From an optimization exercise on the open Yosys and OpenROAD flow, aimed at small area and a short achievable clock period; shortcuts taken in it are not production practice.
RTL that was checked went through simulation tests only; none was proved equivalent to the original.
Power figures rest on the tool's default switching activity, not on a simulated workload.

==> job 572 <==
Design ALU_TOP, start of the top module:
module ALU_TOP #(parameter width = 16)
(
    input wire [width-1:0] A, B,
    input wire [3:0] ALU_FUN,
    input wire CLK, RST,
    output wire [(width*2)-1:0] Arith_OUT,
    output wire [width-1:0] Logic_OUT, CMP_OUT,
    output wire [width:0] SHIFT_OUT,
    output wire Carry_OUT, Arith_Flag, Logic_Flag, CMP_Flag, SHIFT_Flag
);
clock: 90.0 ns
lec_check: 0
abc_area: 1
abc_clock_period_in_ps: 90000
cap_margin: 20
core_margin: 2
core_utilization: 65
place_density: 0.8
slew_margin: 20
run.sh (not shown) runs the stock make flow with config.mk's settings and CLKGATE_MAP_FILE= SYNTH_SCRIPT=/design/flow/synth_recipe.tcl, a recipe that flattens the netlist after the stock synthesis.
==> job 6769: changes against job 572 <==
--- a/flow/config.mk
+++ b/flow/config.mk
@@ -9,6 +9,5 @@
 export ABC_CLOCK_PERIOD_IN_PS = 90000
 export CAP_MARGIN = 20
 export CORE_MARGIN = 2
-export CORE_UTILIZATION = 65
-export PLACE_DENSITY = 0.8
+export CORE_UTILIZATION = 40
 export SLEW_MARGIN = 20
==> notes <==
Against job 572, the via count of job 6769 is smaller by 3.2%. Of job 572 and job 6769, job 6769 has the higher clock power (gap about 8%, measured against job 6769). Against job 6769, the total power of job 572 is lower by 1.6%. Of job 572 and job 6769, job 6769 has the higher routed wire length (gap about 5%, measured against job 6769).
==> figures <==
Data arrival time of the critical path: job 6769 52.89 ns; job 572 52.28 ns
Power per standard cell area: job 6769 24.3 nW/um^2; job 572 24.3 nW/um^2
Clock buffer count: job 6769 10; job 572 9
Run status: job 6769 complete, no violations; job 572 complete, no violations
Die X: job 6769 205 um; job 572 162 um
Cell count after placement: job 6769 2618; job 572 2417
Static Leak: job 6769 0.00859 uW; job 572 0.00858 uW
Highest clock frequency the design can meet: job 6769 19.0 MHz; job 572 19.2 MHz
Clock-cell share of area: job 6769 1.84%; job 572 1.76%
DP Area: job 6769 17700 sq um; job 572 17400 sq um

========
==> inputs of 12-24 <==
Another version of the RTL of ALU_TOP (not shown whole).
==> flow/config.mk <==
export PLATFORM = sky130hd
export DESIGN_NAME = ALU_TOP
export DESIGN_NICKNAME = ALU_TOP
export VERILOG_FILES = /design/flow/design.v
export SDC_FILE = /design/flow/constraint.sdc
export NUM_CORES = 4
export LEC_CHECK = 0
export ABC_AREA = 1
export ABC_CLOCK_PERIOD_IN_PS = 90000
export CAP_MARGIN = 20
export CORE_MARGIN = 2
export CORE_UTILIZATION = 40
export SLEW_MARGIN = 20
==> flow/constraint.sdc <==
create_clock -name core_clock -period 90.0 [get_ports {CLK}]
set_input_delay 18.0000 -clock core_clock [delete_from_list [all_inputs] [get_ports {CLK}]]
set_output_delay 18.0000 -clock core_clock [all_outputs]
set_load 0.01 [all_outputs]
standard.sh (not shown) runs the stock make flow with config.mk's settings and CLKGATE_MAP_FILE= SYNTH_SCRIPT=/design/flow/synth_recipe.tcl, a recipe that flattens the netlist after the stock synthesis.
==> flow/flow/run.sh <==
#!/bin/bash
# The standard layout (the standard.sh: ORFS synthesis through finish).
# The one change: every input and output port still gets its own buffer, but a
# plain sky130_fd_sc_hd__buf_1 instead of the delay cell buffer_ports picks by itself.
set -euo pipefail
export BUFFER_PORTS_ARGS="-buffer_cell sky130_fd_sc_hd__buf_1"
bash standard.sh > standard.log 2>&1
==> 08-06: changes against 12-24 <==
CTS_BUF_LIST = sky130_fd_sc_hd__clkbuf_8   (was not set)
CTS_CLUSTER_SIZE = 10   (was not set)
PLACE_DENSITY = 0.75   (was not set)
==> 05-27: changes against 12-24 <==
==> flow/run.sh (new file) <==
#!/bin/bash
# synth_recipe.tcl (not shown) runs the flow's synth.tcl, then flattens the netlist and writes it again
# the make line also repeats each setting of config.mk as NAME=value (left out here)
make -C /OpenROAD-flow-scripts/flow DESIGN_CONFIG=/design/flow/config.mk WORK_HOME=/design/flow/orfs CLKGATE_MAP_FILE= SYNTH_SCRIPT=/design/flow/synth_recipe.tcl finish
removed: flow/flow/run.sh
removed: flow/standard.sh
==> 07-15: changes against 12-24 <==
--- a/flow/design.v
+++ b/flow/design.v
@@ -1110,19 +1110,18 @@
     wire d15_G858 = d15_g809 | (d15_t824 & d15_G850);
     wire d15_G859 = d15_g811 | (d15_t826 & d15_G853);
     wire d15_G860 = d15_g813 | (d15_t828 & d15_G851);
     wire d15_G861 = d15_g815 | (d15_t830 & d15_G854);
     assign q[0] = d15_G861;    
+    wire [15:0] qq = {1'b0, q} ^ ({16{qinc}} & {q, 1'b1});
     wire sq = sa ^ sb;
-    wire [16:0] qv = {2'b00, q} ^ {17{sq}};
-    wire qci = qinc ^ sq;
-    wire [16:0] qall;
-    assign qall[0] = qci;
-    generate for (gi = 1; gi < 17; gi = gi + 1) begin : incq
-        assign qall[gi] = qall[gi-1] & qv[gi-1];
+    wire [15:0] qlo;
+    assign qlo[0] = 1'b0;
+    generate for (gi = 1; gi < 16; gi = gi + 1) begin : negq
+        assign qlo[gi] = qlo[gi-1] | qq[gi-1];
     end endgenerate
-    wire [16:0] quo = qv ^ qall;
+    wire [16:0] quo = {sq & (|qq), qq ^ ({16{sq}} & qlo)};
     wire bnz = |B;
     reg [31:0] res;
     always @(*) begin
         case (ALU_FUN[1:0])
             2'b10: res = prod;
==> flow/run.sh (new file) <==
#!/bin/bash
# synth_recipe.tcl (not shown) runs the flow's synth.tcl, then flattens the netlist and writes it again
# the make line also repeats each setting of config.mk as NAME=value (left out here)
make -C /OpenROAD-flow-scripts/flow DESIGN_CONFIG=/design/flow/config.mk WORK_HOME=/design/flow/orfs CLKGATE_MAP_FILE= SYNTH_SCRIPT=/design/flow/synth_recipe.tcl finish
removed: flow/flow/run.sh
removed: flow/standard.sh
==> comparison table <==
| metric | 08-06 | 12-24 | 05-27 | 07-15 |
|---|---|---|---|---|
| Total global routing track utilization | 25.7% | 29.7% | 29.0% | 27.5% |
| Tap cell count | 539 | 539 | 539 | 607 |
| Critical Path Sink | ARITHMETIC_UNIT.Arith_OUT[20] | ARITHMETIC_UNIT.Arith_OUT[16] | ARITHMETIC_UNIT.Arith_OUT[30] | ARITHMETIC_UNIT.Arith_OUT[18] |
| Clock share of power | 7.2% | 9.4% | 8.5% | 8.9% |
| Count of non-filler cells in the finished layout | 3255 | 3263 | 3249 | 3390 |
| Pwr/cell area | 21.0 mW/mm^2 | 24.3 mW/mm^2 | 23.0 mW/mm^2 | 21.3 mW/mm^2 |
| Portion of total power attributed to sequential cells | 9.7% | 8.3% | 8.5% | 8.7% |
| Non-CTS buffers | 159 | 169 | 156 | 169 |
| Standard-cell row count | 75 | 75 | 75 | 79 |
| Run status | complete, no violations | complete, no violations | complete, no violations | complete, no violations |
| Fraction of met1 tracks used by global routing | 31.6% | 36.3% | 36.6% | 34.6% |
| Critical path depth | 141 | 146 | 143 | 131 |
| Vias per inst | 5.54 | 5.67 | 5.69 | 5.63 |
Only the layout flow was run in 07-15; the RTL was not checked for function there.

==> re-timing with driven ports <==
In the flow no input, the clock included, has a driving cell. The finished layouts below were timed again as built, in two steps. Step 1: set_driving_cell puts a clkbuf_16 on CLK and a buf_2 on each other input, an assumption about the parent block. Step 2 adds t to the input delays and takes it off the output delays; t is the mean of the earliest and latest rising clock arrival at the registers after step 1. Input paths then give back, and output paths get back, about the clock's delay inside the block. Three values: ideal, step 1, step 2; two values: the first two.
run | shift t [ns] | slack for setup (ns) | hold slack, ns | worst register clock-pin slew, ns | worst slew at a driven data input, ns
job 572 | 0.394 | 37.915 / 37.935 / 37.542 | 17.771 / 17.751 / 18.145 | 0.07 / 0.07 | 0.07
job 6769 | 0.418 | 37.317 / 37.333 / 36.915 | 17.774 / 17.753 / 18.171 | 0.07 / 0.07 | 0.05
12-24 | 0.409 | 52.112 / 52.130 / 51.721 | 17.853 / 17.834 / 18.243 | 0.07 / 0.07 | 0.12
08-06 | 0.438 | 52.835 / 52.846 / 52.408 | 17.811 / 17.792 / 18.230 | 0.09 / 0.09 | 0.11
05-27 | 0.412 | 51.872 / 51.894 / 51.482 | 17.495 / 17.474 / 17.886 | 0.08 / 0.08 | 0.09
07-15 | 0.415 | 53.272 / 53.298 / 52.883 | 17.769 / 17.744 / 18.159 | 0.07 / 0.07 | 0.13
After both steps every run listed still meets setup and hold. The setup slack of 08-06, which loses most, moves by +0.011 ns with the drivers and by -0.427 ns with both steps.
